This is an optimization exercise on Yosys and OpenROAD, whose aim is small area, a short achievable clock period and few clock cycles, not a production implementation.
Only simulation tests tie the RTL to the original design; equivalence was not proved.
No activity file was given, so power comes from the tool's default toggle rates.

==> design.v <==
module signed_right_shift_mplier #(
    parameter N = 32
)(
    input                 clk,
    input                 rst_n,       
    input    [N-1:0]      mcand,
    input    [N-1:0]      mplier,
    output   [2*N-1:0]    product,
    output                done
);
    reg  [31:0] mc;           
    reg  [31:0] pl;           
    reg  [3:0]  e_one, e_two, e_neg;   
    reg  [32:0] S, C;         
    reg  [7:0]  sl, cl;       
    reg         cin;          
    reg  [31:0] ph;           
    reg         first;        
    reg  [2:0]  cnt;
    function [11:0] benc(input [8:0] b);
        integer k;
        reg x2, x1, x0;
        begin
            for (k = 0; k < 4; k = k + 1) begin
                x2 = b[2*k+2]; x1 = b[2*k+1]; x0 = b[2*k];
                benc[k]     = x1 ^ x0;                               
                benc[4+k]   = (x2 & ~x1 & ~x0) | (~x2 & x1 & x0);    
                benc[8+k]   = x2;                                    
            end
        end
    endfunction
    wire [11:0] enc_start = benc({mplier[7:0], 1'b0});
    wire [11:0] enc_next  = benc(pl[15:7]);
    wire [32:0] mx  = {mc[31], mc};
    wire [32:0] mx2 = {mc, 1'b0};
    wire [32:0] pp0, pp1, pp2, pp3;
    wire [32:0] sel0 = ({33{e_one[0]}} & mx) | ({33{e_two[0]}} & mx2);
    wire [32:0] sel1 = ({33{e_one[1]}} & mx) | ({33{e_two[1]}} & mx2);
    wire [32:0] sel2 = ({33{e_one[2]}} & mx) | ({33{e_two[2]}} & mx2);
    wire [32:0] sel3 = ({33{e_one[3]}} & mx) | ({33{e_two[3]}} & mx2);
    assign pp0 = (sel0 ^ {33{e_neg[0]}}) ^ {1'b1, 32'b0};
    assign pp1 = (sel1 ^ {33{e_neg[1]}}) ^ {1'b1, 32'b0};
    assign pp2 = (sel2 ^ {33{e_neg[2]}}) ^ {1'b1, 32'b0};
    assign pp3 = (sel3 ^ {33{e_neg[3]}}) ^ {1'b1, 32'b0};
    wire [32:0] negs;
    genvar g;
    generate
        for (g = 0; g < 33; g = g + 1) begin : g_negs
            if (g % 2 == 0 && g < 31) begin : g_e
                assign negs[g] = pl[g+1];
            end else begin : g_o
                assign negs[g] = 1'b0;
            end
        end
    endgenerate
    wire [32:0] hs = first ? negs : S;
    wire [32:0] hc = first ? {1'b1, 32'b0} : C;
    wire hs0_ = hs[4] ^ hc[4];
    wire hc0_ = hs[4] & hc[4];
    wire fs0, fc0;
    csa_fa u_fa0 (.a(hs[5]), .b(hc[5]), .c(pp0[5]), .s(fs0), .co(fc0));
    wire fs1, fc1;
    csa_fa u_fa1 (.a(hs[6]), .b(hc[6]), .c(pp0[6]), .s(fs1), .co(fc1));
    wire hs1_ = pp1[4] ^ pp2[2];
    wire hc1_ = pp1[4] & pp2[2];
    wire fs2, fc2;
    csa_fa u_fa2 (.a(hs[7]), .b(hc[7]), .c(pp0[7]), .s(fs2), .co(fc2));
    wire fs3, fc3;
    csa_fa u_fa3 (.a(pp1[5]), .b(pp2[3]), .c(pp3[1]), .s(fs3), .co(fc3));
    wire fs4, fc4;
    csa_fa u_fa4 (.a(hs[8]), .b(hc[8]), .c(pp0[8]), .s(fs4), .co(fc4));
    wire fs5, fc5;
    csa_fa u_fa5 (.a(pp1[6]), .b(pp2[4]), .c(pp3[2]), .s(fs5), .co(fc5));
    wire fs6, fc6;
    csa_fa u_fa6 (.a(hs[9]), .b(hc[9]), .c(pp0[9]), .s(fs6), .co(fc6));
    wire fs7, fc7;
    csa_fa u_fa7 (.a(pp1[7]), .b(pp2[5]), .c(pp3[3]), .s(fs7), .co(fc7));
    wire fs8, fc8;
    csa_fa u_fa8 (.a(hs[10]), .b(hc[10]), .c(pp0[10]), .s(fs8), .co(fc8));
    wire fs9, fc9;
    csa_fa u_fa9 (.a(pp1[8]), .b(pp2[6]), .c(pp3[4]), .s(fs9), .co(fc9));
    wire fs10, fc10;
    csa_fa u_fa10 (.a(hs[11]), .b(hc[11]), .c(pp0[11]), .s(fs10), .co(fc10));
    wire fs11, fc11;
    csa_fa u_fa11 (.a(pp1[9]), .b(pp2[7]), .c(pp3[5]), .s(fs11), .co(fc11));
    wire fs12, fc12;
    csa_fa u_fa12 (.a(hs[12]), .b(hc[12]), .c(pp0[12]), .s(fs12), .co(fc12));
    wire fs13, fc13;
    csa_fa u_fa13 (.a(pp1[10]), .b(pp2[8]), .c(pp3[6]), .s(fs13), .co(fc13));
    wire fs14, fc14;
    csa_fa u_fa14 (.a(hs[13]), .b(hc[13]), .c(pp0[13]), .s(fs14), .co(fc14));
    wire fs15, fc15;
    csa_fa u_fa15 (.a(pp1[11]), .b(pp2[9]), .c(pp3[7]), .s(fs15), .co(fc15));
    wire fs16, fc16;
    csa_fa u_fa16 (.a(hs[14]), .b(hc[14]), .c(pp0[14]), .s(fs16), .co(fc16));
    wire fs17, fc17;
    csa_fa u_fa17 (.a(pp1[12]), .b(pp2[10]), .c(pp3[8]), .s(fs17), .co(fc17));
    wire fs18, fc18;
    csa_fa u_fa18 (.a(hs[15]), .b(hc[15]), .c(pp0[15]), .s(fs18), .co(fc18));
    wire fs19, fc19;
    csa_fa u_fa19 (.a(pp1[13]), .b(pp2[11]), .c(pp3[9]), .s(fs19), .co(fc19));
    wire fs20, fc20;
    csa_fa u_fa20 (.a(hs[16]), .b(hc[16]), .c(pp0[16]), .s(fs20), .co(fc20));
    wire fs21, fc21;
    csa_fa u_fa21 (.a(pp1[14]), .b(pp2[12]), .c(pp3[10]), .s(fs21), .co(fc21));
    wire fs22, fc22;
    csa_fa u_fa22 (.a(hs[17]), .b(hc[17]), .c(pp0[17]), .s(fs22), .co(fc22));
    wire fs23, fc23;
    csa_fa u_fa23 (.a(pp1[15]), .b(pp2[13]), .c(pp3[11]), .s(fs23), .co(fc23));
    wire fs24, fc24;
    csa_fa u_fa24 (.a(hs[18]), .b(hc[18]), .c(pp0[18]), .s(fs24), .co(fc24));
    wire fs25, fc25;
    csa_fa u_fa25 (.a(pp1[16]), .b(pp2[14]), .c(pp3[12]), .s(fs25), .co(fc25));
    wire fs26, fc26;
    csa_fa u_fa26 (.a(hs[19]), .b(hc[19]), .c(pp0[19]), .s(fs26), .co(fc26));
    wire fs27, fc27;
    csa_fa u_fa27 (.a(pp1[17]), .b(pp2[15]), .c(pp3[13]), .s(fs27), .co(fc27));
    wire fs28, fc28;
    csa_fa u_fa28 (.a(hs[20]), .b(hc[20]), .c(pp0[20]), .s(fs28), .co(fc28));
    wire fs29, fc29;
    csa_fa u_fa29 (.a(pp1[18]), .b(pp2[16]), .c(pp3[14]), .s(fs29), .co(fc29));
    wire fs30, fc30;
    csa_fa u_fa30 (.a(hs[21]), .b(hc[21]), .c(pp0[21]), .s(fs30), .co(fc30));
    wire fs31, fc31;
    csa_fa u_fa31 (.a(pp1[19]), .b(pp2[17]), .c(pp3[15]), .s(fs31), .co(fc31));
    wire fs32, fc32;
    csa_fa u_fa32 (.a(hs[22]), .b(hc[22]), .c(pp0[22]), .s(fs32), .co(fc32));
    wire fs33, fc33;
    csa_fa u_fa33 (.a(pp1[20]), .b(pp2[18]), .c(pp3[16]), .s(fs33), .co(fc33));
    wire fs34, fc34;
    csa_fa u_fa34 (.a(hs[23]), .b(hc[23]), .c(pp0[23]), .s(fs34), .co(fc34));
    wire fs35, fc35;
    csa_fa u_fa35 (.a(pp1[21]), .b(pp2[19]), .c(pp3[17]), .s(fs35), .co(fc35));
    wire fs36, fc36;
    csa_fa u_fa36 (.a(hs[24]), .b(hc[24]), .c(pp0[24]), .s(fs36), .co(fc36));
    wire fs37, fc37;
    csa_fa u_fa37 (.a(pp1[22]), .b(pp2[20]), .c(pp3[18]), .s(fs37), .co(fc37));
    wire fs38, fc38;
    csa_fa u_fa38 (.a(hs[25]), .b(hc[25]), .c(pp0[25]), .s(fs38), .co(fc38));
    wire fs39, fc39;
    csa_fa u_fa39 (.a(pp1[23]), .b(pp2[21]), .c(pp3[19]), .s(fs39), .co(fc39));
    wire fs40, fc40;
    csa_fa u_fa40 (.a(hs[26]), .b(hc[26]), .c(pp0[26]), .s(fs40), .co(fc40));
    wire fs41, fc41;
    csa_fa u_fa41 (.a(pp1[24]), .b(pp2[22]), .c(pp3[20]), .s(fs41), .co(fc41));
    wire fs42, fc42;
    csa_fa u_fa42 (.a(hs[27]), .b(hc[27]), .c(pp0[27]), .s(fs42), .co(fc42));
    wire fs43, fc43;
    csa_fa u_fa43 (.a(pp1[25]), .b(pp2[23]), .c(pp3[21]), .s(fs43), .co(fc43));
    wire fs44, fc44;
    csa_fa u_fa44 (.a(hs[28]), .b(hc[28]), .c(pp0[28]), .s(fs44), .co(fc44));
    wire fs45, fc45;
    csa_fa u_fa45 (.a(pp1[26]), .b(pp2[24]), .c(pp3[22]), .s(fs45), .co(fc45));
    wire fs46, fc46;
    csa_fa u_fa46 (.a(hs[29]), .b(hc[29]), .c(pp0[29]), .s(fs46), .co(fc46));
    wire fs47, fc47;
    csa_fa u_fa47 (.a(pp1[27]), .b(pp2[25]), .c(pp3[23]), .s(fs47), .co(fc47));
    wire fs48, fc48;
    csa_fa u_fa48 (.a(hs[30]), .b(hc[30]), .c(pp0[30]), .s(fs48), .co(fc48));
    wire fs49, fc49;
    csa_fa u_fa49 (.a(pp1[28]), .b(pp2[26]), .c(pp3[24]), .s(fs49), .co(fc49));
    wire fs50, fc50;
    csa_fa u_fa50 (.a(hs[31]), .b(hc[31]), .c(pp0[31]), .s(fs50), .co(fc50));
    wire fs51, fc51;
    csa_fa u_fa51 (.a(pp1[29]), .b(pp2[27]), .c(pp3[25]), .s(fs51), .co(fc51));
    wire fs52, fc52;
    csa_fa u_fa52 (.a(hs[32]), .b(hc[32]), .c(pp0[32]), .s(fs52), .co(fc52));
    wire fs53, fc53;
    csa_fa u_fa53 (.a(pp1[30]), .b(pp2[28]), .c(pp3[26]), .s(fs53), .co(fc53));
    wire fs54 = ~(pp1[31] ^ pp2[29]);
    wire fc54 = pp1[31] | pp2[29];
    wire hs2_ = hs[2] ^ hc[2];
    wire hc2_ = hs[2] & hc[2];
    wire fs55, fc55;
    csa_fa u_fa55 (.a(hs[3]), .b(hc[3]), .c(pp0[3]), .s(fs55), .co(fc55));
    wire fs56, fc56;
    csa_fa u_fa56 (.a(hs0_), .b(pp0[4]), .c(pp1[2]), .s(fs56), .co(fc56));
    wire fs57, fc57;
    csa_fa u_fa57 (.a(hc0_), .b(pp1[3]), .c(pp2[1]), .s(fs57), .co(fc57));
    wire fs58, fc58;
    csa_fa u_fa58 (.a(pp3[0]), .b(hs1_), .c(fc0), .s(fs58), .co(fc58));
    wire fs59, fc59;
    csa_fa u_fa59 (.a(hc1_), .b(fc1), .c(fs2), .s(fs59), .co(fc59));
    wire fs60, fc60;
    csa_fa u_fa60 (.a(fc2), .b(fc3), .c(fs4), .s(fs60), .co(fc60));
    wire fs61, fc61;
    csa_fa u_fa61 (.a(fc4), .b(fc5), .c(fs6), .s(fs61), .co(fc61));
    wire fs62, fc62;
    csa_fa u_fa62 (.a(fc6), .b(fc7), .c(fs8), .s(fs62), .co(fc62));
    wire fs63, fc63;
    csa_fa u_fa63 (.a(fc8), .b(fc9), .c(fs10), .s(fs63), .co(fc63));
    wire fs64, fc64;
    csa_fa u_fa64 (.a(fc10), .b(fc11), .c(fs12), .s(fs64), .co(fc64));
    wire fs65, fc65;
    csa_fa u_fa65 (.a(fc12), .b(fc13), .c(fs14), .s(fs65), .co(fc65));
    wire fs66, fc66;
    csa_fa u_fa66 (.a(fc14), .b(fc15), .c(fs16), .s(fs66), .co(fc66));
    wire fs67, fc67;
    csa_fa u_fa67 (.a(fc16), .b(fc17), .c(fs18), .s(fs67), .co(fc67));
    wire fs68, fc68;
    csa_fa u_fa68 (.a(fc18), .b(fc19), .c(fs20), .s(fs68), .co(fc68));
    wire fs69, fc69;
    csa_fa u_fa69 (.a(fc20), .b(fc21), .c(fs22), .s(fs69), .co(fc69));
    wire fs70, fc70;
    csa_fa u_fa70 (.a(fc22), .b(fc23), .c(fs24), .s(fs70), .co(fc70));
    wire fs71, fc71;
    csa_fa u_fa71 (.a(fc24), .b(fc25), .c(fs26), .s(fs71), .co(fc71));
    wire fs72, fc72;
    csa_fa u_fa72 (.a(fc26), .b(fc27), .c(fs28), .s(fs72), .co(fc72));
    wire fs73, fc73;
    csa_fa u_fa73 (.a(fc28), .b(fc29), .c(fs30), .s(fs73), .co(fc73));
    wire fs74, fc74;
    csa_fa u_fa74 (.a(fc30), .b(fc31), .c(fs32), .s(fs74), .co(fc74));
    wire fs75, fc75;
    csa_fa u_fa75 (.a(fc32), .b(fc33), .c(fs34), .s(fs75), .co(fc75));
    wire fs76, fc76;
    csa_fa u_fa76 (.a(fc34), .b(fc35), .c(fs36), .s(fs76), .co(fc76));
    wire fs77, fc77;
    csa_fa u_fa77 (.a(fc36), .b(fc37), .c(fs38), .s(fs77), .co(fc77));
    wire fs78, fc78;
    csa_fa u_fa78 (.a(fc38), .b(fc39), .c(fs40), .s(fs78), .co(fc78));
    wire fs79, fc79;
    csa_fa u_fa79 (.a(fc40), .b(fc41), .c(fs42), .s(fs79), .co(fc79));
    wire fs80, fc80;
    csa_fa u_fa80 (.a(fc42), .b(fc43), .c(fs44), .s(fs80), .co(fc80));
    wire fs81, fc81;
    csa_fa u_fa81 (.a(fc44), .b(fc45), .c(fs46), .s(fs81), .co(fc81));
    wire fs82, fc82;
    csa_fa u_fa82 (.a(fc46), .b(fc47), .c(fs48), .s(fs82), .co(fc82));
    wire fs83, fc83;
    csa_fa u_fa83 (.a(fc48), .b(fc49), .c(fs50), .s(fs83), .co(fc83));
    wire fs84, fc84;
    csa_fa u_fa84 (.a(fc50), .b(fc51), .c(fs52), .s(fs84), .co(fc84));
    wire fs85, fc85;
    csa_fa u_fa85 (.a(pp3[27]), .b(fc52), .c(fc53), .s(fs85), .co(fc85));
    wire fs86, fc86;
    csa_fa u_fa86 (.a(pp1[32]), .b(pp2[30]), .c(pp3[28]), .s(fs86), .co(fc86));
    wire hs3_ = 1'b1 ^ pp2[31];
    wire hc3_ = 1'b1 & pp2[31];
    wire fs87, fc87;
    csa_fa u_fa87 (.a(hs[0]), .b(hc[0]), .c(pp0[0]), .s(fs87), .co(fc87));
    wire fs88, fc88;
    csa_fa u_fa88 (.a(hs[1]), .b(hc[1]), .c(pp0[1]), .s(fs88), .co(fc88));
    wire fs89, fc89;
    csa_fa u_fa89 (.a(hs2_), .b(pp0[2]), .c(pp1[0]), .s(fs89), .co(fc89));
    wire fs90, fc90;
    csa_fa u_fa90 (.a(hc2_), .b(pp1[1]), .c(fs55), .s(fs90), .co(fc90));
    wire fs91, fc91;
    csa_fa u_fa91 (.a(pp2[0]), .b(fc55), .c(fs56), .s(fs91), .co(fc91));
    wire fs92, fc92;
    csa_fa u_fa92 (.a(fc56), .b(fs0), .c(fs57), .s(fs92), .co(fc92));
    wire fs93, fc93;
    csa_fa u_fa93 (.a(fc57), .b(fs1), .c(fs58), .s(fs93), .co(fc93));
    wire fs94, fc94;
    csa_fa u_fa94 (.a(fs3), .b(fc58), .c(fs59), .s(fs94), .co(fc94));
    wire fs95, fc95;
    csa_fa u_fa95 (.a(fs5), .b(fc59), .c(fs60), .s(fs95), .co(fc95));
    wire fs96, fc96;
    csa_fa u_fa96 (.a(fs7), .b(fc60), .c(fs61), .s(fs96), .co(fc96));
    wire fs97, fc97;
    csa_fa u_fa97 (.a(fs9), .b(fc61), .c(fs62), .s(fs97), .co(fc97));
    wire fs98, fc98;
    csa_fa u_fa98 (.a(fs11), .b(fc62), .c(fs63), .s(fs98), .co(fc98));
    wire fs99, fc99;
    csa_fa u_fa99 (.a(fs13), .b(fc63), .c(fs64), .s(fs99), .co(fc99));
    wire fs100, fc100;
    csa_fa u_fa100 (.a(fs15), .b(fc64), .c(fs65), .s(fs100), .co(fc100));
    wire fs101, fc101;
    csa_fa u_fa101 (.a(fs17), .b(fc65), .c(fs66), .s(fs101), .co(fc101));
    wire fs102, fc102;
    csa_fa u_fa102 (.a(fs19), .b(fc66), .c(fs67), .s(fs102), .co(fc102));
    wire fs103, fc103;
    csa_fa u_fa103 (.a(fs21), .b(fc67), .c(fs68), .s(fs103), .co(fc103));
    wire fs104, fc104;
    csa_fa u_fa104 (.a(fs23), .b(fc68), .c(fs69), .s(fs104), .co(fc104));
    wire fs105, fc105;
    csa_fa u_fa105 (.a(fs25), .b(fc69), .c(fs70), .s(fs105), .co(fc105));
    wire fs106, fc106;
    csa_fa u_fa106 (.a(fs27), .b(fc70), .c(fs71), .s(fs106), .co(fc106));
    wire fs107, fc107;
    csa_fa u_fa107 (.a(fs29), .b(fc71), .c(fs72), .s(fs107), .co(fc107));
    wire fs108, fc108;
    csa_fa u_fa108 (.a(fs31), .b(fc72), .c(fs73), .s(fs108), .co(fc108));
    wire fs109, fc109;
    csa_fa u_fa109 (.a(fs33), .b(fc73), .c(fs74), .s(fs109), .co(fc109));
    wire fs110, fc110;
    csa_fa u_fa110 (.a(fs35), .b(fc74), .c(fs75), .s(fs110), .co(fc110));
    wire fs111, fc111;
    csa_fa u_fa111 (.a(fs37), .b(fc75), .c(fs76), .s(fs111), .co(fc111));
    wire fs112, fc112;
    csa_fa u_fa112 (.a(fs39), .b(fc76), .c(fs77), .s(fs112), .co(fc112));
    wire fs113, fc113;
    csa_fa u_fa113 (.a(fs41), .b(fc77), .c(fs78), .s(fs113), .co(fc113));
    wire fs114, fc114;
    csa_fa u_fa114 (.a(fs43), .b(fc78), .c(fs79), .s(fs114), .co(fc114));
    wire fs115, fc115;
    csa_fa u_fa115 (.a(fs45), .b(fc79), .c(fs80), .s(fs115), .co(fc115));
    wire fs116, fc116;
    csa_fa u_fa116 (.a(fs47), .b(fc80), .c(fs81), .s(fs116), .co(fc116));
    wire fs117, fc117;
    csa_fa u_fa117 (.a(fs49), .b(fc81), .c(fs82), .s(fs117), .co(fc117));
    wire fs118, fc118;
    csa_fa u_fa118 (.a(fs51), .b(fc82), .c(fs83), .s(fs118), .co(fc118));
    wire fs119, fc119;
    csa_fa u_fa119 (.a(fs53), .b(fc83), .c(fs84), .s(fs119), .co(fc119));
    wire fs120, fc120;
    csa_fa u_fa120 (.a(fs54), .b(fs85), .c(fc84), .s(fs120), .co(fc120));
    wire fs121, fc121;
    csa_fa u_fa121 (.a(fc54), .b(fs86), .c(fc85), .s(fs121), .co(fc121));
    wire fs122, fc122;
    csa_fa u_fa122 (.a(pp3[29]), .b(hs3_), .c(fc86), .s(fs122), .co(fc122));
    wire fs123, fc123;
    csa_fa u_fa123 (.a(pp2[32]), .b(pp3[30]), .c(hc3_), .s(fs123), .co(fc123));
    wire hs4_ = 1'b1 ^ pp3[31];
    wire hc4_ = 1'b1 & pp3[31];
    wire [40:0] cs_s = {1'b0, 1'b1, pp3[32], hs4_, fs123, fs122, fs121, fs120, fs119, fs118, fs117, fs116, fs115, fs114, fs113, fs112, fs111, fs110, fs109, fs108, fs107, fs106, fs105, fs104, fs103, fs102, fs101, fs100, fs99, fs98, fs97, fs96, fs95, fs94, fs93, fs92, fs91, fs90, fs89, fs88, fs87};
    wire [40:0] cs_c = {1'b0, 1'b0, hc4_, fc123, fc122, fc121, fc120, fc119, fc118, fc117, fc116, fc115, fc114, fc113, fc112, fc111, fc110, fc109, fc108, fc107, fc106, fc105, fc104, fc103, fc102, fc101, fc100, fc99, fc98, fc97, fc96, fc95, fc94, fc93, fc92, fc91, fc90, fc89, fc88, fc87, 1'b0};
    wire [39:0] fa_a = {S[31:0], sl};
    wire [39:0] fa_b = {C[31:0], cl[7:1], cin};
    wire [39:0] pg_g = fa_a & fa_b;
    wire [39:0] pg_p = fa_a ^ fa_b;
    wire sk_g0_1;
    pfx_gray u_sk0 (.gh(pg_g[1]), .ph(pg_p[1]), .gl(pg_g[0]), .g(sk_g0_1));
    wire sk_g0_3, sk_p0_3;
    pfx_black u_sk1 (.gh(pg_g[3]), .ph(pg_p[3]), .gl(pg_g[2]), .pl(pg_p[2]), .g(sk_g0_3), .p(sk_p0_3));
    wire sk_g0_5, sk_p0_5;
    pfx_black u_sk2 (.gh(pg_g[5]), .ph(pg_p[5]), .gl(pg_g[4]), .pl(pg_p[4]), .g(sk_g0_5), .p(sk_p0_5));
    wire sk_g0_7, sk_p0_7;
    pfx_black u_sk3 (.gh(pg_g[7]), .ph(pg_p[7]), .gl(pg_g[6]), .pl(pg_p[6]), .g(sk_g0_7), .p(sk_p0_7));
    wire sk_g0_9, sk_p0_9;
    pfx_black u_sk4 (.gh(pg_g[9]), .ph(pg_p[9]), .gl(pg_g[8]), .pl(pg_p[8]), .g(sk_g0_9), .p(sk_p0_9));
    wire sk_g0_11, sk_p0_11;
    pfx_black u_sk5 (.gh(pg_g[11]), .ph(pg_p[11]), .gl(pg_g[10]), .pl(pg_p[10]), .g(sk_g0_11), .p(sk_p0_11));
    wire sk_g0_13, sk_p0_13;
    pfx_black u_sk6 (.gh(pg_g[13]), .ph(pg_p[13]), .gl(pg_g[12]), .pl(pg_p[12]), .g(sk_g0_13), .p(sk_p0_13));
    wire sk_g0_15, sk_p0_15;
    pfx_black u_sk7 (.gh(pg_g[15]), .ph(pg_p[15]), .gl(pg_g[14]), .pl(pg_p[14]), .g(sk_g0_15), .p(sk_p0_15));
    wire sk_g0_17, sk_p0_17;
    pfx_black u_sk8 (.gh(pg_g[17]), .ph(pg_p[17]), .gl(pg_g[16]), .pl(pg_p[16]), .g(sk_g0_17), .p(sk_p0_17));
    wire sk_g0_19, sk_p0_19;
    pfx_black u_sk9 (.gh(pg_g[19]), .ph(pg_p[19]), .gl(pg_g[18]), .pl(pg_p[18]), .g(sk_g0_19), .p(sk_p0_19));
    wire sk_g0_21, sk_p0_21;
    pfx_black u_sk10 (.gh(pg_g[21]), .ph(pg_p[21]), .gl(pg_g[20]), .pl(pg_p[20]), .g(sk_g0_21), .p(sk_p0_21));
    wire sk_g0_23, sk_p0_23;
    pfx_black u_sk11 (.gh(pg_g[23]), .ph(pg_p[23]), .gl(pg_g[22]), .pl(pg_p[22]), .g(sk_g0_23), .p(sk_p0_23));
    wire sk_g0_25, sk_p0_25;
    pfx_black u_sk12 (.gh(pg_g[25]), .ph(pg_p[25]), .gl(pg_g[24]), .pl(pg_p[24]), .g(sk_g0_25), .p(sk_p0_25));
    wire sk_g0_27, sk_p0_27;
    pfx_black u_sk13 (.gh(pg_g[27]), .ph(pg_p[27]), .gl(pg_g[26]), .pl(pg_p[26]), .g(sk_g0_27), .p(sk_p0_27));
    wire sk_g0_29, sk_p0_29;
    pfx_black u_sk14 (.gh(pg_g[29]), .ph(pg_p[29]), .gl(pg_g[28]), .pl(pg_p[28]), .g(sk_g0_29), .p(sk_p0_29));
    wire sk_g0_31, sk_p0_31;
    pfx_black u_sk15 (.gh(pg_g[31]), .ph(pg_p[31]), .gl(pg_g[30]), .pl(pg_p[30]), .g(sk_g0_31), .p(sk_p0_31));
    wire sk_g0_33, sk_p0_33;
    pfx_black u_sk16 (.gh(pg_g[33]), .ph(pg_p[33]), .gl(pg_g[32]), .pl(pg_p[32]), .g(sk_g0_33), .p(sk_p0_33));
    wire sk_g0_35, sk_p0_35;
    pfx_black u_sk17 (.gh(pg_g[35]), .ph(pg_p[35]), .gl(pg_g[34]), .pl(pg_p[34]), .g(sk_g0_35), .p(sk_p0_35));
    wire sk_g0_37, sk_p0_37;
    pfx_black u_sk18 (.gh(pg_g[37]), .ph(pg_p[37]), .gl(pg_g[36]), .pl(pg_p[36]), .g(sk_g0_37), .p(sk_p0_37));
    wire sk_g0_39, sk_p0_39;
    pfx_black u_sk19 (.gh(pg_g[39]), .ph(pg_p[39]), .gl(pg_g[38]), .pl(pg_p[38]), .g(sk_g0_39), .p(sk_p0_39));
    wire sk_g1_2;
    pfx_gray u_sk20 (.gh(pg_g[2]), .ph(pg_p[2]), .gl(sk_g0_1), .g(sk_g1_2));
    wire sk_g1_3;
    pfx_gray u_sk21 (.gh(sk_g0_3), .ph(sk_p0_3), .gl(sk_g0_1), .g(sk_g1_3));
    wire sk_g1_6, sk_p1_6;
    pfx_black u_sk22 (.gh(pg_g[6]), .ph(pg_p[6]), .gl(sk_g0_5), .pl(sk_p0_5), .g(sk_g1_6), .p(sk_p1_6));
    wire sk_g1_7, sk_p1_7;
    pfx_black u_sk23 (.gh(sk_g0_7), .ph(sk_p0_7), .gl(sk_g0_5), .pl(sk_p0_5), .g(sk_g1_7), .p(sk_p1_7));
    wire sk_g1_10, sk_p1_10;
    pfx_black u_sk24 (.gh(pg_g[10]), .ph(pg_p[10]), .gl(sk_g0_9), .pl(sk_p0_9), .g(sk_g1_10), .p(sk_p1_10));
    wire sk_g1_11, sk_p1_11;
    pfx_black u_sk25 (.gh(sk_g0_11), .ph(sk_p0_11), .gl(sk_g0_9), .pl(sk_p0_9), .g(sk_g1_11), .p(sk_p1_11));
    wire sk_g1_14, sk_p1_14;
    pfx_black u_sk26 (.gh(pg_g[14]), .ph(pg_p[14]), .gl(sk_g0_13), .pl(sk_p0_13), .g(sk_g1_14), .p(sk_p1_14));
    wire sk_g1_15, sk_p1_15;
    pfx_black u_sk27 (.gh(sk_g0_15), .ph(sk_p0_15), .gl(sk_g0_13), .pl(sk_p0_13), .g(sk_g1_15), .p(sk_p1_15));
    wire sk_g1_18, sk_p1_18;
    pfx_black u_sk28 (.gh(pg_g[18]), .ph(pg_p[18]), .gl(sk_g0_17), .pl(sk_p0_17), .g(sk_g1_18), .p(sk_p1_18));
    wire sk_g1_19, sk_p1_19;
    pfx_black u_sk29 (.gh(sk_g0_19), .ph(sk_p0_19), .gl(sk_g0_17), .pl(sk_p0_17), .g(sk_g1_19), .p(sk_p1_19));
    wire sk_g1_22, sk_p1_22;
    pfx_black u_sk30 (.gh(pg_g[22]), .ph(pg_p[22]), .gl(sk_g0_21), .pl(sk_p0_21), .g(sk_g1_22), .p(sk_p1_22));
    wire sk_g1_23, sk_p1_23;
    pfx_black u_sk31 (.gh(sk_g0_23), .ph(sk_p0_23), .gl(sk_g0_21), .pl(sk_p0_21), .g(sk_g1_23), .p(sk_p1_23));
    wire sk_g1_26, sk_p1_26;
    pfx_black u_sk32 (.gh(pg_g[26]), .ph(pg_p[26]), .gl(sk_g0_25), .pl(sk_p0_25), .g(sk_g1_26), .p(sk_p1_26));
    wire sk_g1_27, sk_p1_27;
    pfx_black u_sk33 (.gh(sk_g0_27), .ph(sk_p0_27), .gl(sk_g0_25), .pl(sk_p0_25), .g(sk_g1_27), .p(sk_p1_27));
    wire sk_g1_30, sk_p1_30;
    pfx_black u_sk34 (.gh(pg_g[30]), .ph(pg_p[30]), .gl(sk_g0_29), .pl(sk_p0_29), .g(sk_g1_30), .p(sk_p1_30));
    wire sk_g1_31, sk_p1_31;
    pfx_black u_sk35 (.gh(sk_g0_31), .ph(sk_p0_31), .gl(sk_g0_29), .pl(sk_p0_29), .g(sk_g1_31), .p(sk_p1_31));
    wire sk_g1_34, sk_p1_34;
    pfx_black u_sk36 (.gh(pg_g[34]), .ph(pg_p[34]), .gl(sk_g0_33), .pl(sk_p0_33), .g(sk_g1_34), .p(sk_p1_34));
    wire sk_g1_35, sk_p1_35;
    pfx_black u_sk37 (.gh(sk_g0_35), .ph(sk_p0_35), .gl(sk_g0_33), .pl(sk_p0_33), .g(sk_g1_35), .p(sk_p1_35));
    wire sk_g1_38, sk_p1_38;
    pfx_black u_sk38 (.gh(pg_g[38]), .ph(pg_p[38]), .gl(sk_g0_37), .pl(sk_p0_37), .g(sk_g1_38), .p(sk_p1_38));
    wire sk_g1_39, sk_p1_39;
    pfx_black u_sk39 (.gh(sk_g0_39), .ph(sk_p0_39), .gl(sk_g0_37), .pl(sk_p0_37), .g(sk_g1_39), .p(sk_p1_39));
    wire sk_g2_4;
    pfx_gray u_sk40 (.gh(pg_g[4]), .ph(pg_p[4]), .gl(sk_g1_3), .g(sk_g2_4));
    wire sk_g2_5;
    pfx_gray u_sk41 (.gh(sk_g0_5), .ph(sk_p0_5), .gl(sk_g1_3), .g(sk_g2_5));
    wire sk_g2_6;
    pfx_gray u_sk42 (.gh(sk_g1_6), .ph(sk_p1_6), .gl(sk_g1_3), .g(sk_g2_6));
    wire sk_g2_7;
    pfx_gray u_sk43 (.gh(sk_g1_7), .ph(sk_p1_7), .gl(sk_g1_3), .g(sk_g2_7));
    wire sk_g2_12, sk_p2_12;
    pfx_black u_sk44 (.gh(pg_g[12]), .ph(pg_p[12]), .gl(sk_g1_11), .pl(sk_p1_11), .g(sk_g2_12), .p(sk_p2_12));
    wire sk_g2_13, sk_p2_13;
    pfx_black u_sk45 (.gh(sk_g0_13), .ph(sk_p0_13), .gl(sk_g1_11), .pl(sk_p1_11), .g(sk_g2_13), .p(sk_p2_13));
    wire sk_g2_14, sk_p2_14;
    pfx_black u_sk46 (.gh(sk_g1_14), .ph(sk_p1_14), .gl(sk_g1_11), .pl(sk_p1_11), .g(sk_g2_14), .p(sk_p2_14));
    wire sk_g2_15, sk_p2_15;
    pfx_black u_sk47 (.gh(sk_g1_15), .ph(sk_p1_15), .gl(sk_g1_11), .pl(sk_p1_11), .g(sk_g2_15), .p(sk_p2_15));
    wire sk_g2_20, sk_p2_20;
    pfx_black u_sk48 (.gh(pg_g[20]), .ph(pg_p[20]), .gl(sk_g1_19), .pl(sk_p1_19), .g(sk_g2_20), .p(sk_p2_20));
    wire sk_g2_21, sk_p2_21;
    pfx_black u_sk49 (.gh(sk_g0_21), .ph(sk_p0_21), .gl(sk_g1_19), .pl(sk_p1_19), .g(sk_g2_21), .p(sk_p2_21));
    wire sk_g2_22, sk_p2_22;
    pfx_black u_sk50 (.gh(sk_g1_22), .ph(sk_p1_22), .gl(sk_g1_19), .pl(sk_p1_19), .g(sk_g2_22), .p(sk_p2_22));
    wire sk_g2_23, sk_p2_23;
    pfx_black u_sk51 (.gh(sk_g1_23), .ph(sk_p1_23), .gl(sk_g1_19), .pl(sk_p1_19), .g(sk_g2_23), .p(sk_p2_23));
    wire sk_g2_28, sk_p2_28;
    pfx_black u_sk52 (.gh(pg_g[28]), .ph(pg_p[28]), .gl(sk_g1_27), .pl(sk_p1_27), .g(sk_g2_28), .p(sk_p2_28));
    wire sk_g2_29, sk_p2_29;
    pfx_black u_sk53 (.gh(sk_g0_29), .ph(sk_p0_29), .gl(sk_g1_27), .pl(sk_p1_27), .g(sk_g2_29), .p(sk_p2_29));
    wire sk_g2_30, sk_p2_30;
    pfx_black u_sk54 (.gh(sk_g1_30), .ph(sk_p1_30), .gl(sk_g1_27), .pl(sk_p1_27), .g(sk_g2_30), .p(sk_p2_30));
    wire sk_g2_31, sk_p2_31;
    pfx_black u_sk55 (.gh(sk_g1_31), .ph(sk_p1_31), .gl(sk_g1_27), .pl(sk_p1_27), .g(sk_g2_31), .p(sk_p2_31));
    wire sk_g2_36, sk_p2_36;
    pfx_black u_sk56 (.gh(pg_g[36]), .ph(pg_p[36]), .gl(sk_g1_35), .pl(sk_p1_35), .g(sk_g2_36), .p(sk_p2_36));
    wire sk_g2_37, sk_p2_37;
    pfx_black u_sk57 (.gh(sk_g0_37), .ph(sk_p0_37), .gl(sk_g1_35), .pl(sk_p1_35), .g(sk_g2_37), .p(sk_p2_37));
    wire sk_g2_38, sk_p2_38;
    pfx_black u_sk58 (.gh(sk_g1_38), .ph(sk_p1_38), .gl(sk_g1_35), .pl(sk_p1_35), .g(sk_g2_38), .p(sk_p2_38));
    wire sk_g2_39, sk_p2_39;
    pfx_black u_sk59 (.gh(sk_g1_39), .ph(sk_p1_39), .gl(sk_g1_35), .pl(sk_p1_35), .g(sk_g2_39), .p(sk_p2_39));
    wire sk_g3_8;
    pfx_gray u_sk60 (.gh(pg_g[8]), .ph(pg_p[8]), .gl(sk_g2_7), .g(sk_g3_8));
    wire sk_g3_9;
    pfx_gray u_sk61 (.gh(sk_g0_9), .ph(sk_p0_9), .gl(sk_g2_7), .g(sk_g3_9));
    wire sk_g3_10;
    pfx_gray u_sk62 (.gh(sk_g1_10), .ph(sk_p1_10), .gl(sk_g2_7), .g(sk_g3_10));
    wire sk_g3_11;
    pfx_gray u_sk63 (.gh(sk_g1_11), .ph(sk_p1_11), .gl(sk_g2_7), .g(sk_g3_11));
    wire sk_g3_12;
    pfx_gray u_sk64 (.gh(sk_g2_12), .ph(sk_p2_12), .gl(sk_g2_7), .g(sk_g3_12));
    wire sk_g3_13;
    pfx_gray u_sk65 (.gh(sk_g2_13), .ph(sk_p2_13), .gl(sk_g2_7), .g(sk_g3_13));
    wire sk_g3_14;
    pfx_gray u_sk66 (.gh(sk_g2_14), .ph(sk_p2_14), .gl(sk_g2_7), .g(sk_g3_14));
    wire sk_g3_15;
    pfx_gray u_sk67 (.gh(sk_g2_15), .ph(sk_p2_15), .gl(sk_g2_7), .g(sk_g3_15));
    wire sk_g3_24, sk_p3_24;
    pfx_black u_sk68 (.gh(pg_g[24]), .ph(pg_p[24]), .gl(sk_g2_23), .pl(sk_p2_23), .g(sk_g3_24), .p(sk_p3_24));
    wire sk_g3_25, sk_p3_25;
    pfx_black u_sk69 (.gh(sk_g0_25), .ph(sk_p0_25), .gl(sk_g2_23), .pl(sk_p2_23), .g(sk_g3_25), .p(sk_p3_25));
    wire sk_g3_26, sk_p3_26;
    pfx_black u_sk70 (.gh(sk_g1_26), .ph(sk_p1_26), .gl(sk_g2_23), .pl(sk_p2_23), .g(sk_g3_26), .p(sk_p3_26));
    wire sk_g3_27, sk_p3_27;
    pfx_black u_sk71 (.gh(sk_g1_27), .ph(sk_p1_27), .gl(sk_g2_23), .pl(sk_p2_23), .g(sk_g3_27), .p(sk_p3_27));
    wire sk_g3_28, sk_p3_28;
    pfx_black u_sk72 (.gh(sk_g2_28), .ph(sk_p2_28), .gl(sk_g2_23), .pl(sk_p2_23), .g(sk_g3_28), .p(sk_p3_28));
    wire sk_g3_29, sk_p3_29;
    pfx_black u_sk73 (.gh(sk_g2_29), .ph(sk_p2_29), .gl(sk_g2_23), .pl(sk_p2_23), .g(sk_g3_29), .p(sk_p3_29));
    wire sk_g3_30, sk_p3_30;
    pfx_black u_sk74 (.gh(sk_g2_30), .ph(sk_p2_30), .gl(sk_g2_23), .pl(sk_p2_23), .g(sk_g3_30), .p(sk_p3_30));
    wire sk_g3_31, sk_p3_31;
    pfx_black u_sk75 (.gh(sk_g2_31), .ph(sk_p2_31), .gl(sk_g2_23), .pl(sk_p2_23), .g(sk_g3_31), .p(sk_p3_31));
    wire sk_g4_16;
    pfx_gray u_sk76 (.gh(pg_g[16]), .ph(pg_p[16]), .gl(sk_g3_15), .g(sk_g4_16));
    wire sk_g4_17;
    pfx_gray u_sk77 (.gh(sk_g0_17), .ph(sk_p0_17), .gl(sk_g3_15), .g(sk_g4_17));
    wire sk_g4_18;
    pfx_gray u_sk78 (.gh(sk_g1_18), .ph(sk_p1_18), .gl(sk_g3_15), .g(sk_g4_18));
    wire sk_g4_19;
    pfx_gray u_sk79 (.gh(sk_g1_19), .ph(sk_p1_19), .gl(sk_g3_15), .g(sk_g4_19));
    wire sk_g4_20;
    pfx_gray u_sk80 (.gh(sk_g2_20), .ph(sk_p2_20), .gl(sk_g3_15), .g(sk_g4_20));
    wire sk_g4_21;
    pfx_gray u_sk81 (.gh(sk_g2_21), .ph(sk_p2_21), .gl(sk_g3_15), .g(sk_g4_21));
    wire sk_g4_22;
    pfx_gray u_sk82 (.gh(sk_g2_22), .ph(sk_p2_22), .gl(sk_g3_15), .g(sk_g4_22));
    wire sk_g4_23;
    pfx_gray u_sk83 (.gh(sk_g2_23), .ph(sk_p2_23), .gl(sk_g3_15), .g(sk_g4_23));
    wire sk_g4_24;
    pfx_gray u_sk84 (.gh(sk_g3_24), .ph(sk_p3_24), .gl(sk_g3_15), .g(sk_g4_24));
    wire sk_g4_25;
    pfx_gray u_sk85 (.gh(sk_g3_25), .ph(sk_p3_25), .gl(sk_g3_15), .g(sk_g4_25));
    wire sk_g4_26;
    pfx_gray u_sk86 (.gh(sk_g3_26), .ph(sk_p3_26), .gl(sk_g3_15), .g(sk_g4_26));
    wire sk_g4_27;
    pfx_gray u_sk87 (.gh(sk_g3_27), .ph(sk_p3_27), .gl(sk_g3_15), .g(sk_g4_27));
    wire sk_g4_28;
    pfx_gray u_sk88 (.gh(sk_g3_28), .ph(sk_p3_28), .gl(sk_g3_15), .g(sk_g4_28));
    wire sk_g4_29;
    pfx_gray u_sk89 (.gh(sk_g3_29), .ph(sk_p3_29), .gl(sk_g3_15), .g(sk_g4_29));
    wire sk_g4_30;
    pfx_gray u_sk90 (.gh(sk_g3_30), .ph(sk_p3_30), .gl(sk_g3_15), .g(sk_g4_30));
    wire sk_g4_31;
    pfx_gray u_sk91 (.gh(sk_g3_31), .ph(sk_p3_31), .gl(sk_g3_15), .g(sk_g4_31));
    wire sk_g5_32;
    pfx_gray u_sk92 (.gh(pg_g[32]), .ph(pg_p[32]), .gl(sk_g4_31), .g(sk_g5_32));
    wire sk_g5_33;
    pfx_gray u_sk93 (.gh(sk_g0_33), .ph(sk_p0_33), .gl(sk_g4_31), .g(sk_g5_33));
    wire sk_g5_34;
    pfx_gray u_sk94 (.gh(sk_g1_34), .ph(sk_p1_34), .gl(sk_g4_31), .g(sk_g5_34));
    wire sk_g5_35;
    pfx_gray u_sk95 (.gh(sk_g1_35), .ph(sk_p1_35), .gl(sk_g4_31), .g(sk_g5_35));
    wire sk_g5_36;
    pfx_gray u_sk96 (.gh(sk_g2_36), .ph(sk_p2_36), .gl(sk_g4_31), .g(sk_g5_36));
    wire sk_g5_37;
    pfx_gray u_sk97 (.gh(sk_g2_37), .ph(sk_p2_37), .gl(sk_g4_31), .g(sk_g5_37));
    wire sk_g5_38;
    pfx_gray u_sk98 (.gh(sk_g2_38), .ph(sk_p2_38), .gl(sk_g4_31), .g(sk_g5_38));
    wire sk_g5_39;
    pfx_gray u_sk99 (.gh(sk_g2_39), .ph(sk_p2_39), .gl(sk_g4_31), .g(sk_g5_39));
    wire [39:0] fsum;
    assign fsum[0] = pg_p[0];
    assign fsum[1] = pg_p[1] ^ pg_g[0];
    assign fsum[2] = pg_p[2] ^ sk_g0_1;
    assign fsum[3] = pg_p[3] ^ sk_g1_2;
    assign fsum[4] = pg_p[4] ^ sk_g1_3;
    assign fsum[5] = pg_p[5] ^ sk_g2_4;
    assign fsum[6] = pg_p[6] ^ sk_g2_5;
    assign fsum[7] = pg_p[7] ^ sk_g2_6;
    assign fsum[8] = pg_p[8] ^ sk_g2_7;
    assign fsum[9] = pg_p[9] ^ sk_g3_8;
    assign fsum[10] = pg_p[10] ^ sk_g3_9;
    assign fsum[11] = pg_p[11] ^ sk_g3_10;
    assign fsum[12] = pg_p[12] ^ sk_g3_11;
    assign fsum[13] = pg_p[13] ^ sk_g3_12;
    assign fsum[14] = pg_p[14] ^ sk_g3_13;
    assign fsum[15] = pg_p[15] ^ sk_g3_14;
    assign fsum[16] = pg_p[16] ^ sk_g3_15;
    assign fsum[17] = pg_p[17] ^ sk_g4_16;
    assign fsum[18] = pg_p[18] ^ sk_g4_17;
    assign fsum[19] = pg_p[19] ^ sk_g4_18;
    assign fsum[20] = pg_p[20] ^ sk_g4_19;
    assign fsum[21] = pg_p[21] ^ sk_g4_20;
    assign fsum[22] = pg_p[22] ^ sk_g4_21;
    assign fsum[23] = pg_p[23] ^ sk_g4_22;
    assign fsum[24] = pg_p[24] ^ sk_g4_23;
    assign fsum[25] = pg_p[25] ^ sk_g4_24;
    assign fsum[26] = pg_p[26] ^ sk_g4_25;
    assign fsum[27] = pg_p[27] ^ sk_g4_26;
    assign fsum[28] = pg_p[28] ^ sk_g4_27;
    assign fsum[29] = pg_p[29] ^ sk_g4_28;
    assign fsum[30] = pg_p[30] ^ sk_g4_29;
    assign fsum[31] = pg_p[31] ^ sk_g4_30;
    assign fsum[32] = pg_p[32] ^ sk_g4_31;
    assign fsum[33] = pg_p[33] ^ sk_g5_32;
    assign fsum[34] = pg_p[34] ^ sk_g5_33;
    assign fsum[35] = pg_p[35] ^ sk_g5_34;
    assign fsum[36] = pg_p[36] ^ sk_g5_35;
    assign fsum[37] = pg_p[37] ^ sk_g5_36;
    assign fsum[38] = pg_p[38] ^ sk_g5_37;
    assign fsum[39] = pg_p[39] ^ sk_g5_38;
    wire cout = sk_g2_7;
    always @(posedge clk) begin
        first <= ~rst_n;
        if (!rst_n) begin
            mc    <= mcand;
            pl    <= mplier;
            e_one <= enc_start[3:0];
            e_two <= enc_start[7:4];
            e_neg <= enc_start[11:8];
            cnt   <= 3'd0;
        end else begin
            pl    <= {fsum[7:0], pl[31:8]};
            e_one <= enc_next[3:0];
            e_two <= enc_next[7:4];
            e_neg <= enc_next[11:8];
            cnt   <= cnt + 3'd1;
        end
        S   <= cs_s[40:8];
        C   <= cs_c[40:8];
        sl  <= cs_s[7:0];
        cl  <= cs_c[7:0];
        cin <= first ? 1'b0 : cout;
        ph  <= fsum[39:8];
    end
    assign product = {ph, pl};
    assign done    = (cnt == 3'd5);
endmodule
module pfx_black (
    input  gh,
    input  ph,
    input  gl,
    input  pl,
    output g,
    output p
);
    assign g = gh | (ph & gl);
    assign p = ph & pl;
endmodule
module pfx_gray (
    input  gh,
    input  ph,
    input  gl,
    output g
);
    assign g = gh | (ph & gl);
endmodule
module csa_fa (
    input  a,
    input  b,
    input  c,
    output s,
    output co
);
    assign s  = a ^ b ^ c;
    assign co = (a & b) | (a & c) | (b & c);
endmodule
==> flow/run.sh <==
#!/bin/bash
# Standard ORFS layout, but with small buffers on the ports instead of the
# delay cells buffer_ports picks by default.  Each tool's output is logged
# by ORFS under orfs/logs; make's own output goes to flow_make.log.
set -euo pipefail
export BUFFER_PORTS_ARGS="-buffer_cell sky130_fd_sc_hd__buf_1"
bash standard.sh > flow_make.log 2>&1
==> standard.sh <==
#!/bin/bash
# synth_recipe.tcl (not shown) runs the flow's synth.tcl, then flattens the netlist and writes it again
# the make line also repeats each setting of config.mk as NAME=value (left out here)
make -C /OpenROAD-flow-scripts/flow DESIGN_CONFIG=/design/flow/config.mk WORK_HOME=/design/flow/orfs CLKGATE_MAP_FILE= SYNTH_SCRIPT=/design/flow/synth_recipe.tcl "${@:-finish}"
==> config.mk <==
export PLATFORM = sky130hd
export DESIGN_NAME = signed_right_shift_mplier
export DESIGN_NICKNAME = signed_right_shift_mplier
export VERILOG_FILES = /design/flow/design.v
export SDC_FILE = /design/flow/constraint.sdc
export NUM_CORES = 4
export LEC_CHECK = 0
export CAP_MARGIN = 20
export CORE_MARGIN = 2
export CORE_UTILIZATION = 40
export SETUP_SLACK_MARGIN = 2.5
export SLEW_MARGIN = 20
export SYNTH_HIERARCHICAL = 1
==> constraint.sdc <==
create_clock -name core_clock -period 5.0 [get_ports {clk}]
set_input_delay 1.0000 -clock core_clock [delete_from_list [all_inputs] [get_ports {clk}]]
set_output_delay 1.0000 -clock core_clock [all_outputs]
set_load 0.01 [all_outputs]
==> summary.md, run 1 <==
| Metric | Value |
|---|---|
| Vias per cell | ~5.3 |
| Maxcap violations | 0 |
| RSZ-0062 raised after global routing | yes |
| Pins Over Slew Limit | 0 |
| Worst setup path class | reg -> reg |
| Top Family by Delay on Critical Path | adder cells |
| Buffers on Ports | 130 |
| Core area | between 30000 and 40000 sq um |
| Final setup fails | 0 |
| Worst reg2reg path startpoint | mc[28] |
| Cell Pwr Density | 738 nW/um^2 |
| Hold Crit Class | reg -> reg |
| Clock latency on the worst-skew pair | 0.46 ns |
| Full die area | approximately 32000 sq um |
| Hold Path Origin | cnt[0] |
| Fmax | just under 400 MHz |
| Vias in the first global route | 8914 |
| Netlist cell types | 34 |
| Cell row count | 64 |
| YS warnings | 7 |
| Worst Skew | about 0.017 ns |
| Routed Wire Length | 33300 microns |
| Post-place instance area | ~13000 sq um |
| Filler instances | ~2800 |
| Die W | ~180 microns |
| CP max FO | 7 |
| Root buf cell | clkbuf_16 |
| Cell Area, Synth | about 12000 sq um |
| Largest stage delay on the critical path | between 0.5 and 0.6 ns |
| Buf/Inv on CP | 0 |
| Syn Area/Cell | between 10 and 15 sq um |
| Rel. slew slack | 0.571 |
| Multi-input logic area | around 8200 sq um |
| Ports | 131 |
| Die H | 180 microns |
| Crit. End Element | flop |
| #FFs+latches synth | 186 |
| Static Leak | roughly 6 nW |
| Top cell by count, worst path | fa_1 |
| Initial antenna violation count | 0 |
| Crit path required time | 5.33 ns |
| Final Critical Period | between 2 and 3 ns |
| Worst Setup Start Kind | flop |
| Antenna Violating Nets Remaining | 0 |
| Reg clk slew, reported paths | 0.08 ns |
| Sink Count | ~190 |
| CTS tree | built |
| Transition time at the pin with the least slew margin | 0.644 ns |
| Tcrit/Tclk final | 0.514 |
| Hold Buf Count CTS | 0 |
| R2R setup slack | about 2.4 ns |
| Status | complete, no violations |
| Largest net degree at the start of global routing | 41 |
| Layout cells sized above 1 | 0.221 |
| Peak supply drop | approximately 0.00037 V |
| DRC Markers | 0 |
| H-tree depth | 4 |
| Slowest CP cell | fa_1 |
| Total number of vias | roughly 8500 |
| Drt wl/cell | slightly above 20 microns |
| Final Hold Vio Count | 0 |
| GP Congestion | roughly 0.85 |
| TritonCTS Buffers | 17 |
| Fin area | between 10000 and 15000 sq um |
| GR Overflow Total | 0 |
| Initial core utilization | 0.405 |
| Cells after Synth | 1052 |
| Hold Crit Endpoint | cnt[0] |
| Setup tns final | 0 ns |
| Critical path, cell by cell | a22oi_2 > xnor2_2 > fa_1 > fa_1 > fa_2 |
| Area growth, synth to finish | 20.0% |
| First-pass GRT wire length | 51500 microns |
| R2r endpoint | S[20] |
| Sequential cell area | ~4000 sq um |
| CTS Buffer Depth | 2 |
| First DRT Iteration DRCs | about 670 |
| Seq/Total Area, Yosys | 0.328 |
| GR Util All Layers | 0.206 |
| First drt pass iteration count | 5 |
| Final Net Count | 1430 |
| Hold-critical path depth | 1 |
| Post-DP HPWL | around 23000 microns |
| CP Data Arrival Time | 2.91 ns |
| Antenna diodes | 0 |
| Worst r2r path cells | 5 |
[cell usage after synthesis]
| master | number | area (sq um) |
|---|---|---|
| fa_1 | 123 | 2460 |
| a22oi_1 | 114 | 856 |
| nand2_1 | 10 | 37.5 |
| or3b_1 | 2 | 17.5 |
| o21ai_0 | 8 | 40.0 |
| buf_4 | 9 | 67.6 |
| and2_1 | 59 | 369 |
| buf_6 | 15 | 169 |
| o211a_1 | 1 | 10.0 |
| inv_1 | 7 | 26.3 |
| clkbuf_2 | 18 | 90.1 |
| nor3_1 | 4 | 20.0 |
| buf_2 | 33 | 165 |
| a21o_1 | 96 | 721 |
| a211oi_1 | 1 | 7.51 |
| a21oi_1 | 8 | 40.0 |
| inv_2 | 1 | 3.75 |
| dfxtp_1 | 154 | 3080 |
| edfxtp_1 | 32 | 961 |
| conb_1 | 1 | 3.75 |
| a22oi_2 | 10 | 125 |
| nand4b_1 | 1 | 8.76 |
| xnor2_1 | 136 | 1190 |
| xor2_1 | 42 | 368 |
| o31a_1 | 1 | 8.76 |
| mux2_2 | 40 | 450 |
| clkbuf_1 | 13 | 48.8 |
| a31oi_1 | 2 | 12.5 |
| ha_1 | 45 | 563 |
| nor2_1 | 11 | 41.3 |
| nand3b_1 | 2 | 15.0 |
| nor3b_1 | 3 | 22.5 |
| and3b_1 | 3 | 26.3 |
| nor2b_1 | 47 | 294 |
[cells in the final DEF, fill, tap and decap left out, types with 4 or more instances in the layout]
| cell | n |
|---|---|
| buf_12 | 13 |
| xnor2_1 | 125 |
| buf_4 | 54 |
| a21oi_1 | 8 |
| and2_1 | 59 |
| o21ai_0 | 7 |
| buf_1 | 129 |
| clkinv_8 | 5 |
| inv_6 | 4 |
| a22oi_2 | 53 |
| xnor2_2 | 11 |
| nor3_1 | 4 |
| fa_1 | 101 |
| a22oi_1 | 71 |
| dfxtp_1 | 144 |
| nor2b_1 | 34 |
| nand2_1 | 10 |
| inv_1 | 7 |
| a21o_1 | 94 |
| ha_1 | 45 |
| buf_6 | 7 |
| clkbuf_16 | 19 |
| nor2b_4 | 6 |
| fa_2 | 22 |
| xor2_1 | 42 |
| mux2_2 | 38 |
| nor2b_2 | 7 |
| edfxtp_1 | 32 |
| nor2_1 | 11 |
| dfxtp_4 | 7 |
[worst reg2reg max path: cells and delay by family, from the launching register on]
family / cells / cell delay (ns)
adder cells (fa/ha/maj): 3 / 1.47
flip-flops: 1 / 0.54
AO/OA/AOI/OAI: 1 / 0.29
XOR/XNOR: 1 / 0.15
[area by class of cell]
class                      instances  area share
multi-input combinational        771       0.551
sequential                       186       0.276
timing repair buffer             212      0.0958
tap                              396      0.0335
clock buffer                      17      0.0288
clock inverter                    15      0.0128
inverter                           8     0.00220
[registers in the layout, indices dropped and copies added, names as in the netlist]
register  cells
mc           32
ph           32
C            31
S            31
pl           29
sl            8
cl            7
e_one         4
e_two         4
cnt           3
e_neg         3
cin           1
first         1
[how the worst max path moves through the flow]
stage,from,endpoint,slack (ns),cells past startpoint
2_1_floorplan,first,S[11],2.51,6
3_3_place_gp,first,S[20],1.88,5
3_5_place_dp,first,S[16],1.87,5
4_1_cts,mc[23],S[16],2.46,5
5_1_grt,mc[23],S[18],2.36,5
6_report,mc[28],S[20],2.43,5
[per-stage QoR]
step	instances	setup slack, ns	power (mW)	util	hold slack (ns)
after floorplan	1053	2.51	7.29	-	0.406
after global routing	1605	2.36	12.0	0.486	0.483
after CTS	1572	2.46	10.7	0.463	0.444
final	1605	2.43	10.9	0.486	0.439
after detailed placement	1505	1.87	9.10	0.424	0.426
after global placement	1505	1.88	8.95	0.424	0.420
[report_power, final]
| group | switching (mW) | leakage, nW | internal [mW] |
|---|---|---|---|
| sequential | 0.435 | 1.61 | 2.29 |
| combinational | 3.50 | 4.22 | 3.27 |
| clock | 0.728 | 0.297 | 0.686 |
| total | 4.66 | 6.13 | 6.25 |
[per-layer routing]
| metal | GRT usage | up-vias | share of wire |
|---|---|---|---|
| li1 | - | 3903 | - |
| met1 | 0.269 | 4276 | 0.44 |
| met2 | 0.345 | 265 | 0.49 |
| met3 | 0.0405 | 46 | 0.056 |
| met4 | 0.0680 | 0 | 0.021 |
| met5 | 0 | - | 0 |
[Yosys stat by module, one instance, submodules excluded]
module	times used	cells inside	flops+latches	cell area (sq um)
pfx_gray	38	1	0	7.51
signed_right_shift_mplier	1	775	186	8780
csa_fa	123	1	0	20.0
pfx_black	58	2	0	13.8
[cells by family after synthesis]
| logic type | Yosys count | share of synthesized area |
|---|---|---|
| and+or+nand+nor | 142 | 0.0691 |
| DFF | 186 | 0.328 |
| xor gates and xnor gates | 178 | 0.126 |
| other | 1 | 0.000304 |
| buffers and inverters | 96 | 0.0463 |
| AOI/OAI and AO/OA | 241 | 0.148 |
| adders and majority gates | 168 | 0.245 |
| muxes | 40 | 0.0365 |
[repair_timing]
action	in CTS	in global routing
gates cloned	2	2
resized for setup	60	93
hold endpoints to repair	0	0
setup buffers	33	31
endpoints found under the setup margin	71	86
pin swaps	8	32
Testbench counts, summed over its fixed seeds: cycles 48,000.
==> run 2: changes to the inputs <==
--- a/config.mk
+++ b/config.mk
@@ -10,3 +10,2 @@
 export CORE_UTILIZATION = 40
-export SETUP_SLACK_MARGIN = 2.5
 export SLEW_MARGIN = 20
==> run 2 against run 1 <==
  * Global-route usage shrank 1.1 points
  * Sequential power grew 4%
  * Critical path depth shrank 1
==> summary.md, run 2 <==
| Metric | Value |
|---|---|
| Status | complete, no violations |
| Vias in the first global route | 8519 (-4.4%) |
| First DRT Iteration DRCs | 631 (-6.1%) |
| Sink Count | 186 (unchanged) |
| Layout cells sized above 1 | 0.0911 (-0.130) |
| Post-cts sizing count | 0 (-100%) |
| Worst Skew | 0.0187 ns (+0.00138 ns) |
| Fmax | 328 MHz (-16%) |
| Post-DP HPWL | 22600 microns (-0.17%) |
| Final Hold Vio Count | 0 (unchanged) |
| Die W | 180 microns (unchanged) |
| Static Leak | 5.59 nW (-8.8%) |
| GP Congestion | 0.862 (+2.1%) |
| Total number of vias | 8093 (-4.7%) |
| GR Overflow Total | 0 (unchanged) |
| Buffers on Ports | 130 (unchanged) |
| Netlist cell types | 34 (unchanged) |
| Cell row count | 64 (unchanged) |
| Yosys top cell by area | dfxtp_1 |
| Hold Crit Class | reg -> reg |
| Routed Wire Length | 31000 microns (-7.1%) |
| Initial core utilization | 0.405 (unchanged) |
| Final Critical Period | 3.05 ns (+0.478 ns) |
| Antenna diodes | 0 (unchanged) |
| First drt pass iteration count | 6 (+1) |
| Most common cell after layout, fill and taps aside | dfxtp_1 |
| Final Net Count | 1362 (-4.8%) |
| Post-synth top area share | 0.250 (unchanged) |
| Core area | 30400 sq um (unchanged) |
| Syn Area/Cell | 11.7 sq um (unchanged) |
| Crit. End Element | flop |
| YS warnings | 7 (unchanged) |
| Most common cell in the netlist | dfxtp_1 |
| CP Data Arrival Time | 3.38 ns (+0.47 ns) |
| Area growth, synth to finish | 9.67% |
| Cells after Synth | 1052 (unchanged) |
| Main synth FF type | dfxtp_1 |
| RSZ-0062 raised after global routing | no |
| Final design utilization | 0.444 (-0.0417) |
| Top Registers | mc: 32 flops, ph: 32 flops |
| CTS Buffer Depth | 2 (unchanged) |
| Fraction of registers with async set/reset | 0 (unchanged) |
| Worst setup path class | reg -> reg |
| Top cells by count, synth | dfxtp_1 (154), xnor2_1 (136), fa_1 (123), a22oi_1 (114), a21o_1 (96) |
| Power, Total | 10.4 mW (-4.6%) |
| H-tree depth | 4 (unchanged) |
| Synth area leaders | dfxtp_1 (25%), fa_1 (20%), xnor2_1 (9.7%), edfxtp_1 (7.8%), a22oi_1 (6.9%) |
| Cell Pwr Density | 770 nW/um^2 (+4.4%) |
| GR Util All Layers | 0.196 (-0.0107) |
| Root buf cell | clkbuf_16 |
| CP max FO | 49 (+42) |
| First-pass GRT wire length | 48900 microns (-5.0%) |
| Ports | 131 (unchanged) |
| Full die area | 32200 sq um (unchanged) |
| Crit path required time | 5.33 ns (about the same) |
| Peak supply drop | 0.000382 V (+4.1%) |
| Commonest non-fill, non-tap cells in the layout | dfxtp_1 (148), xnor2_1 (136), buf_1 (129) |
| Number of flops mapped to enable cells by yosys | 32 (unchanged) |
| Postcts setup bufs | 0 (-100%) |
| Hold Buf Count CTS | 0 (unchanged) |
| Setup tns final | 0 ns (unchanged) |
| Final setup fails | 0 (unchanged) |
| #FFs+latches synth | 186 (unchanged) |
| Filler instances | 2874 (+3.2%) |
| Rel. slew slack | 0.240 (-0.331) |
| Vias per cell | 5.27 (-0.46%) |
| Pins Over Slew Limit | 0 (unchanged) |
| Maxcap violations | 0 (unchanged) |
| Drt wl/cell | 20.1 microns (-3.0%) |
| Tcrit/Tclk final | 0.610 (+0.0956) |
| DRC Markers | 0 (unchanged) |
| Die H | 180 microns (unchanged) |
| Reg clk slew, reported paths | 0.08 ns (about the same) |
| CTS tree | built |
| Antenna Violating Nets Remaining | 0 (unchanged) |
| Worst Setup Start Kind | flop |
| Largest net degree at the start of global routing | 54 (+32%) |
| Seq/Total Area, Yosys | 0.328 (unchanged) |
| Transition time at the pin with the least slew margin | 1.14 ns (+0.496 ns) |
| Cell Area, Synth | 12300 sq um (unchanged) |
| Initial antenna violation count | 0 (unchanged) |
| Clock latency on the worst-skew pair | 0.47 ns (about the same) |
| TritonCTS Buffers | 17 (unchanged) |
run 2: cell types whose count changed in the layout (fill, tap and decap cells not counted), moves of 7 or more:
cell	delta
fa_1	+22
xnor2_2	-11
a22oi_2	-43
nor2b_2	-7
xnor2_1	+11
nor2b_1	+13
fa_2	-22
a22oi_1	+43
buf_4	-40
buf_6	-7
buf_12	-13
run 2: layer usage:
layer	vias up	part of all wire	global-route usage
met5	-	0	0
met4	0	0.021	0.0657
met3	45	0.043	0.0292
met2	231	0.49	0.329
met1	4065	0.45	0.258
li1	3752	-	-
run 2: modules after synthesis, one instance, submodules excluded:
| module | flops+latches | area, sq um | times used | cells inside |
|---|---|---|---|---|
| csa_fa | 0 | 20.0 | 123 | 1 |
| pfx_gray | 0 | 7.51 | 38 | 1 |
| signed_right_shift_mplier | 186 | 8780 | 1 | 775 |
| pfx_black | 0 | 13.8 | 58 | 2 |
run 2: layout make-up:
cell class | instances | area [sq um] | share of cell area
clock buffer | 17 | 425 | 0.0315
clock inverter | 15 | 204 | 0.0151
inverter | 8 | 30.0 | 0.00222
multi-input combinational | 771 | 7710 | 0.571
sequential | 186 | 4050 | 0.300
tap | 396 | 495 | 0.0367
timing repair buffer | 144 | 594 | 0.0440
run 2: path summary, 6_finish.rpt:
check / from / endpoint / slack [ns] / cells after the start
worst max-delay path: first / S[7] / 1.95 / 4
worst min-delay path: cnt[0] / cnt[0] / 0.45 / 1
worst max register to register: first / S[7] / 1.95 / 4
worst min register to register: cnt[0] / cnt[0] / 0.45 / 1
run 2: per-stage QoR:
| step | hold WS [ns] | cells | area [sq um] | setup WS [ns] |
|---|---|---|---|---|
| finish | 0.449 | 1537 | 13500 | 1.95 |
| global route | 0.486 | 1537 | 13500 | 1.83 |
| CTS | 0.459 | 1537 | 13500 | 1.94 |
| detailed placement | 0.438 | 1505 | 12900 | 1.94 |
| global placement | 0.421 | 1505 | 12900 | 1.96 |
| floorplan | 0.406 | 1053 | 12300 | 2.43 |
run 2: report_power, final:
group | switching [mW] | leakage (nW) | total [mW] | internal, mW
registers | 0.543 | 1.61 | 2.83 | 2.29
clock network | 0.730 | 0.304 | 1.42 | 0.692
logic | 3.23 | 3.67 | 6.15 | 2.92
run 2: critical path, cell delays in order, from the launching register on:
cell and delay, ns:
dfxtp_2 1.01, mux2_2 0.45, fa_1 0.45, fa_1 0.57, fa_1 0.44
run 2: logic make-up after synthesis:
kind of cell             after synthesis  share of synthesized area
AO/OA/AOI/OAI                        241                      0.148
XOR/XNOR                             178                      0.126
adder cells (fa/ha/maj)              168                      0.245
buffers and inverters                 96                     0.0463
flip-flops                           186                      0.328
multiplexers                          40                     0.0365
other                                  1                   0.000304
AND/OR/NAND/NOR                      142                     0.0691

[what the ideal ports hide]
The flow's constraints put no driver on any port. The routed layouts listed below were extracted and timed again, unchanged, in two steps. Step 1 assumes that a clkbuf_16 drives the clock port and a buf_2 every other input. Step 2 times the ports against the registers' clock, not the clock port: input delays grow and output delays shrink by t, the midpoint of the rising clock arrivals with the driver on. Three values: no drivers, after step 1, after step 2; two values: the first two.
| run | t, ns | setup WS [ns] | clock arrival spread, ns | worst slew at a driven data input, ns |
|---|---|---|---|---|
| run 1 | 0.498 | 2.428 / 2.428 / 2.309 | 0.018 / 0.018 | 0.05 |
| run 2 | 0.506 | 1.950 / 1.935 / 1.950 | 0.019 / 0.019 | 0.05 |
After both steps setup and hold are still met in every run listed. The setup slack of run 1, which loses most, moves by 0.000 ns with the drivers and by -0.119 ns with both steps.
